Background: an optimization exercise with open tools, aiming at small area. Do not read the settings as production practice. Where RTL was checked, it was by simulation tests only, not by an equivalence proof against the original. Power and IR drop assume default switching activity.

## i2c_counter_slave
module i2c_counter_slave #(
    parameter [6:0] I2C_ADDR = 7'b111_1111
) (
    input  logic clk,
    input  logic reset,    
    input  logic SCL,
    input  logic sda_i,
    output logic sda_o,
    output logic sda_oe,
    output [7:0]  fnd_data,
    output [3:0]  fnd_com,
    output [15:0] led
);
For scale: ~1,300 cells after synthesis, roughly 180 flip-flops, roughly 10,000 um^2 of cells after synthesis.
make LEC_CHECK=0 ABC_AREA=1 CAP_MARGIN=20 CORE_MARGIN=2 CORE_UTILIZATION=70 CTS_BUF_LIST=sky130_fd_sc_hd__clkbuf_8 PLACE_DENSITY=0.8 SLEW_MARGIN=20 finish   # period 150.0 ns
run.sh (not shown) runs the stock make flow with config.mk's settings and CLKGATE_MAP_FILE= SYNTH_SCRIPT=/design/flow/synth_recipe.tcl, a recipe that flattens the netlist after the stock synthesis.
Next try:
==> flow/flow/run.sh (new file) <==
#!/bin/bash
# The standard layout with two changes to how the layout is built:
#  * the port buffers are the smallest buffer cell (sky130_fd_sc_hd__buf_1)
#    instead of the delay buffer buffer_ports picks by default;
#  * clock tree synthesis inserts no dummy loads (the clock buffers are the
#    same clkbuf_8 the flow settings ask for).
# Synthesis is the unchanged standard synthesis. Each step's full output
# goes to its own log file in this folder.
set -euo pipefail
bash standard.sh synth > synth_make.log 2>&1
BUFFER_PORTS_ARGS="-buffer_cell sky130_fd_sc_hd__buf_1" \
CTS_ARGS="-sink_clustering_enable -repair_clock_nets -buf_list sky130_fd_sc_hd__clkbuf_8 -dont_use_dummy_load" \
  bash standard.sh finish > layout_make.log 2>&1
==> flow/standard.sh (new file) <==
#!/bin/bash
# synth_recipe.tcl (not shown) runs the flow's synth.tcl, then flattens the netlist and writes it again
# the make line also repeats each setting of config.mk as NAME=value (left out here)
make -C /OpenROAD-flow-scripts/flow DESIGN_CONFIG=/design/flow/config.mk WORK_HOME=/design/flow/orfs CLKGATE_MAP_FILE= SYNTH_SCRIPT=/design/flow/synth_recipe.tcl "${@:-finish}"
removed: flow/run.sh
The changed run ran to the end with no violations.
Final area drops by 3.1%.
Register-to-register slack stays flat.
Die area does not change.
Wire length climbs by 0.54%.
Total power drops by about 6%.

========
i2c_counter_slave, a different RTL version from the one above (not shown whole).
Size in the first run: ~1,300 cells after synthesis, roughly 34 I/O pins, roughly 10,000 µm² of cells after synthesis.
clock: 150.0 ns
lec_check: 0
abc_area: 1
cap_margin: 0
core_margin: 2
core_utilization: 75
cts_buf_list: sky130_fd_sc_hd__clkbuf_8
place_density: 0.85
slew_margin: 0
standard.sh (not shown) runs the stock make flow with config.mk's settings and CLKGATE_MAP_FILE= SYNTH_SCRIPT=/design/flow/synth_recipe.tcl, a recipe that flattens the netlist after the stock synthesis.
==> flow/flow/run.sh <==
#!/bin/bash
# The standard layout with three changes to how the layout is built:
#  * the port buffers are the smallest buffer cell (sky130_fd_sc_hd__buf_1)
#    instead of the delay buffer buffer_ports picks by default;
#  * before detailed placement the resizer's power recovery downsizes cells
#    that have timing slack to spare (flow/downsize.tcl);
#  * clock tree synthesis inserts no dummy loads (the clock buffers are the
#    same clkbuf_8 the flow settings ask for).
# Synthesis is the unchanged standard synthesis. Each step's full output
# goes to its own log file in this folder.
set -euo pipefail
here=$(pwd)
bash standard.sh synth > synth_make.log 2>&1
BUFFER_PORTS_ARGS="-buffer_cell sky130_fd_sc_hd__buf_1" \
PRE_DETAIL_PLACE_TCL="$here/flow/downsize.tcl" \
CTS_ARGS="-sink_clustering_enable -repair_clock_nets -buf_list sky130_fd_sc_hd__clkbuf_8 -dont_use_dummy_load" \
  bash standard.sh finish > layout_make.log 2>&1
==> flow/flow/downsize.tcl <==
# Runs before detailed placement: with the clock period far above every path
# delay, let the resizer's power recovery move cells to their smallest sizes
# that still meet timing (registers keep their cell type).
source $::env(PLATFORM_DIR)/setRC.tcl
set_dont_use $::env(DONT_USE_CELLS)
estimate_parasitics -placement
repair_timing -recover_power 100
Edit:
==> flow/run.sh (new file) <==
#!/bin/bash
# synth_recipe.tcl (not shown) runs the flow's synth.tcl, then flattens the netlist and writes it again
# the make line also repeats each setting of config.mk as NAME=value (left out here)
make -C /OpenROAD-flow-scripts/flow DESIGN_CONFIG=/design/flow/config.mk WORK_HOME=/design/flow/orfs CLKGATE_MAP_FILE= SYNTH_SCRIPT=/design/flow/synth_recipe.tcl finish
removed: flow/flow/run.sh
removed: flow/flow/downsize.tcl
removed: flow/standard.sh
Effect: Final area rises by 3.9%. Worst setup slack got worse by 300 ps. Final cell count rises by 0.90%. Count of clock-buffer cells in the layout rises by 1. Via count rises by 1.9%. Worst hold slack got worse by 13 ps. Non-clock buffer count falls by 2. Critical path depth stays the same. Power rises by 5.6%.
Edit:
==> flow/flow/run.sh (new file) <==
#!/bin/bash
# The standard layout with three changes to how the layout is built:
#  * the port buffers are the smallest buffer cell (sky130_fd_sc_hd__buf_1)
#    instead of the delay buffer buffer_ports picks by default;
#  * before detailed placement the resizer's power recovery downsizes cells
#    that have timing slack to spare (flow/downsize.tcl);
#  * clock tree synthesis inserts no dummy loads (the clock buffers are the
#    same clkbuf_8 the flow settings ask for).
# Synthesis is the unchanged standard synthesis. Each step's full output
# goes to its own log file in this folder.
set -euo pipefail
here=$(pwd)
bash standard.sh synth > synth_make.log 2>&1
BUFFER_PORTS_ARGS="-buffer_cell sky130_fd_sc_hd__buf_1" \
PRE_DETAIL_PLACE_TCL="$here/flow/downsize.tcl" \
CTS_ARGS="-sink_clustering_enable -repair_clock_nets -buf_list sky130_fd_sc_hd__clkbuf_8 -dont_use_dummy_load" \
  bash standard.sh finish > layout_make.log 2>&1
==> flow/flow/downsize.tcl (new file) <==
# Runs before detailed placement: with the clock period far above every path
# delay, let the resizer's power recovery move cells to their smallest sizes
# that still meet timing (registers keep their cell type).
source $::env(PLATFORM_DIR)/setRC.tcl
set_dont_use $::env(DONT_USE_CELLS)
estimate_parasitics -placement
repair_timing -recover_power 100
==> flow/standard.sh (new file) <==
#!/bin/bash
# synth_recipe.tcl (not shown) runs the flow's synth.tcl, then flattens the netlist and writes it again
# the make line also repeats each setting of config.mk as NAME=value (left out here)
make -C /OpenROAD-flow-scripts/flow DESIGN_CONFIG=/design/flow/config.mk WORK_HOME=/design/flow/orfs CLKGATE_MAP_FILE= SYNTH_SCRIPT=/design/flow/synth_recipe.tcl "${@:-finish}"
CAP_MARGIN = 20   (was 0)
SLEW_MARGIN = 20   (was 0)
removed: flow/run.sh
=> The changed run completed without violations. Cell area decreases by about 3.4%. Synthesized area stays the same. Worst hold slack gets better by 12 ps. Total power decreases by about 5%. Wire length decreases by 2.0%. Register-to-register slack gets worse by 290 ps.

========
== north ==
i2c_counter_slave, a different RTL version from the one above (not shown whole).
For scale: about 1,200 cells after synthesis, about 34 I/O pins, ~11,000 sq um of cells after synthesis.
==> flow/config.mk <==
export PLATFORM = sky130hd
export DESIGN_NAME = i2c_counter_slave
export DESIGN_NICKNAME = i2c_counter_slave
export VERILOG_FILES = /design/flow/design.v
export SDC_FILE = /design/flow/constraint.sdc
export NUM_CORES = 4
export LEC_CHECK = 0
export CAP_MARGIN = 20
export CORE_MARGIN = 2
export CORE_UTILIZATION = 65
export CTS_BUF_LIST = sky130_fd_sc_hd__clkbuf_4 sky130_fd_sc_hd__clkbuf_8
export CTS_CLUSTER_SIZE = 8
export PLACE_DENSITY = 0.75
export SLEW_MARGIN = 20
==> flow/constraint.sdc <==
create_clock -name core_clock -period 150.0 [get_ports {clk}]
set_input_delay 30.0000 -clock core_clock [delete_from_list [all_inputs] [get_ports {clk}]]
set_output_delay 30.0000 -clock core_clock [all_outputs]
set_load 0.01 [all_outputs]
run.sh (not shown) runs the stock make flow with config.mk's settings and CLKGATE_MAP_FILE= SYNTH_SCRIPT=/design/flow/synth_recipe.tcl, a recipe that flattens the netlist after the stock synthesis.
Stock flow here: none of the scripts above is used.
Changes in south relative to north:
-- flow/config.mk --
<<< north, line 10
export CORE_UTILIZATION = 65
export CTS_BUF_LIST = sky130_fd_sc_hd__clkbuf_4 sky130_fd_sc_hd__clkbuf_8
export CTS_CLUSTER_SIZE = 8
export PLACE_DENSITY = 0.75
>>> south, line 10
export CORE_UTILIZATION = 65
export CTS_BUF_LIST = sky130_fd_sc_hd__clkbuf_8
export PLACE_DENSITY = 0.75
Results
Area of all placed cells without fillers: north vs south identical. [compare] base=north new=south: first-iteration DRC count now sits at about the same level; mux share of post-synthesis cell area now sits at about the same level; core utilization of the finished layout now sits at about the same level; power now sits at about the same level; wire length the detailed router placed on met1 now sits at about the same level. Status: maximum single-stage delay on the critical path parity (north, south). north -> south: sequential cell fraction of total power flat. Re synthesized cell count: no difference whatsoever between north and south.
No functional check of the RTL was part of any run of this note.

========
i2c_counter_slave, a different RTL version from the one above (not shown whole).
Size in the first run: ~1300 cells after synthesis, ~180 flip-flops.
==> flow/config.mk <==
export PLATFORM = sky130hd
export DESIGN_NAME = i2c_counter_slave
export DESIGN_NICKNAME = i2c_counter_slave
export VERILOG_FILES = /design/flow/design.v
export SDC_FILE = /design/flow/constraint.sdc
export NUM_CORES = 4
export LEC_CHECK = 0
export ABC_AREA = 1
export CAP_MARGIN = 20
export CORE_MARGIN = 2
export CORE_UTILIZATION = 75
export CTS_BUF_LIST = sky130_fd_sc_hd__clkbuf_8
export PLACE_DENSITY = 0.85
export SLEW_MARGIN = 20
==> flow/constraint.sdc <==
create_clock -name core_clock -period 150.0 [get_ports {clk}]
set_input_delay 30.0000 -clock core_clock [delete_from_list [all_inputs] [get_ports {clk}]]
set_output_delay 30.0000 -clock core_clock [all_outputs]
set_load 0.01 [all_outputs]
standard.sh (not shown) runs the stock make flow with config.mk's settings and CLKGATE_MAP_FILE= SYNTH_SCRIPT=/design/flow/synth_recipe.tcl, a recipe that flattens the netlist after the stock synthesis.
==> flow/flow/run.sh <==
#!/bin/bash
# The standard layout with two changes to how the layout is built:
#  * the port buffers are the smallest buffer cell (sky130_fd_sc_hd__buf_1)
#    instead of the delay buffer buffer_ports picks by default;
#  * clock tree synthesis inserts no dummy loads (the clock buffers are the
#    same clkbuf_8 the flow settings ask for).
# Synthesis is the unchanged standard synthesis. Each step's full output
# goes to its own log file in this folder.
set -euo pipefail
bash standard.sh synth > synth_make.log 2>&1
BUFFER_PORTS_ARGS="-buffer_cell sky130_fd_sc_hd__buf_1" \
CTS_ARGS="-sink_clustering_enable -repair_clock_nets -buf_list sky130_fd_sc_hd__clkbuf_8 -dont_use_dummy_load" \
  bash standard.sh finish > layout_make.log 2>&1
The baseline finished with timing, DRC and antenna clean.
Then changed:
- CORE_UTILIZATION: 75 -> 70
- PLACE_DENSITY: 0.85 -> 0.8
Effect: The new run finished with timing, DRC and antenna clean; routed wire length decreases by 2.1%; setup slack improved by 170 ps; clock-buffer cell count is unchanged.
Then changed:
==> flow/flow/run.sh (replaced) <==
#!/bin/bash
# The standard layout with three changes to how the layout is built:
#  * the port buffers are the smallest buffer cell (sky130_fd_sc_hd__buf_1)
#    instead of the delay buffer buffer_ports picks by default;
#  * before detailed placement the resizer's power recovery downsizes cells
#    that have timing slack to spare (flow/downsize.tcl);
#  * clock tree synthesis inserts no dummy loads (the clock buffers are the
#    same clkbuf_8 the flow settings ask for).
# Synthesis is the unchanged standard synthesis. Each step's full output
# goes to its own log file in this folder.
set -euo pipefail
here=$(pwd)
bash standard.sh synth > synth_make.log 2>&1
BUFFER_PORTS_ARGS="-buffer_cell sky130_fd_sc_hd__buf_1" \
PRE_DETAIL_PLACE_TCL="$here/flow/downsize.tcl" \
CTS_ARGS="-sink_clustering_enable -repair_clock_nets -buf_list sky130_fd_sc_hd__clkbuf_8 -dont_use_dummy_load" \
  bash standard.sh finish > layout_make.log 2>&1
==> flow/flow/downsize.tcl (new file) <==
# Runs before detailed placement: with the clock period far above every path
# delay, let the resizer's power recovery move cells to their smallest sizes
# that still meet timing (registers keep their cell type).
source $::env(PLATFORM_DIR)/setRC.tcl
set_dont_use $::env(DONT_USE_CELLS)
estimate_parasitics -placement
repair_timing -recover_power 100
- CORE_UTILIZATION: 70 -> 75
- PLACE_DENSITY: 0.8 -> 0.85
Routed wire length goes up by 2.1%.
Via count came out higher by 2.2%.
Utilization grows by 5.8 points.
Setup slack got worse by 110 ps.

what the ideal ports hide:
In the flow no input, the clock included, has a driving cell. The finished layouts below were timed again as built, in two steps. Step 1 sets driving cells, clkbuf_16 on the clock port and buf_2 on the other inputs (assumed; they add their load-dependent delay and slew). Step 2 also shifts input and output timing later by t, the mid clock arrival at the registers, as if the neighbouring blocks saw the same clock. a / b / c = ideal ports / drivers / drivers and shift; a / b = the first two.
run | shift t [ns] | setup slack, ns | worst setup path at the end
the first run of note 1 | 0.506 | 116.917 / 116.876 / 117.382 | register to output
the second run of note 1 | 0.502 | 117.378 / 117.337 / 117.839 | register to output
the first run of note 2 | 0.492 | 116.822 / 116.785 / 117.277 | register to output
the second run of note 2 | 0.525 | 116.526 / 116.487 / 117.012 | register to output
the third run of note 2 | 0.497 | 116.861 / 116.825 / 117.323 | register to output
north | 0.498 | 117.023 / 116.983 / 117.481 | register to output
south | 0.498 | 117.023 / 116.983 / 117.481 | register to output
the first run of note 4 | 0.501 | 117.337 / 117.295 / 117.796 | register to output
the second run of note 4 | 0.504 | 117.505 / 117.461 / 117.965 | register to output
the third run of note 4 | 0.501 | 117.390 / 117.350 / 117.851 | register to output
After both steps every run listed still meets setup and hold.
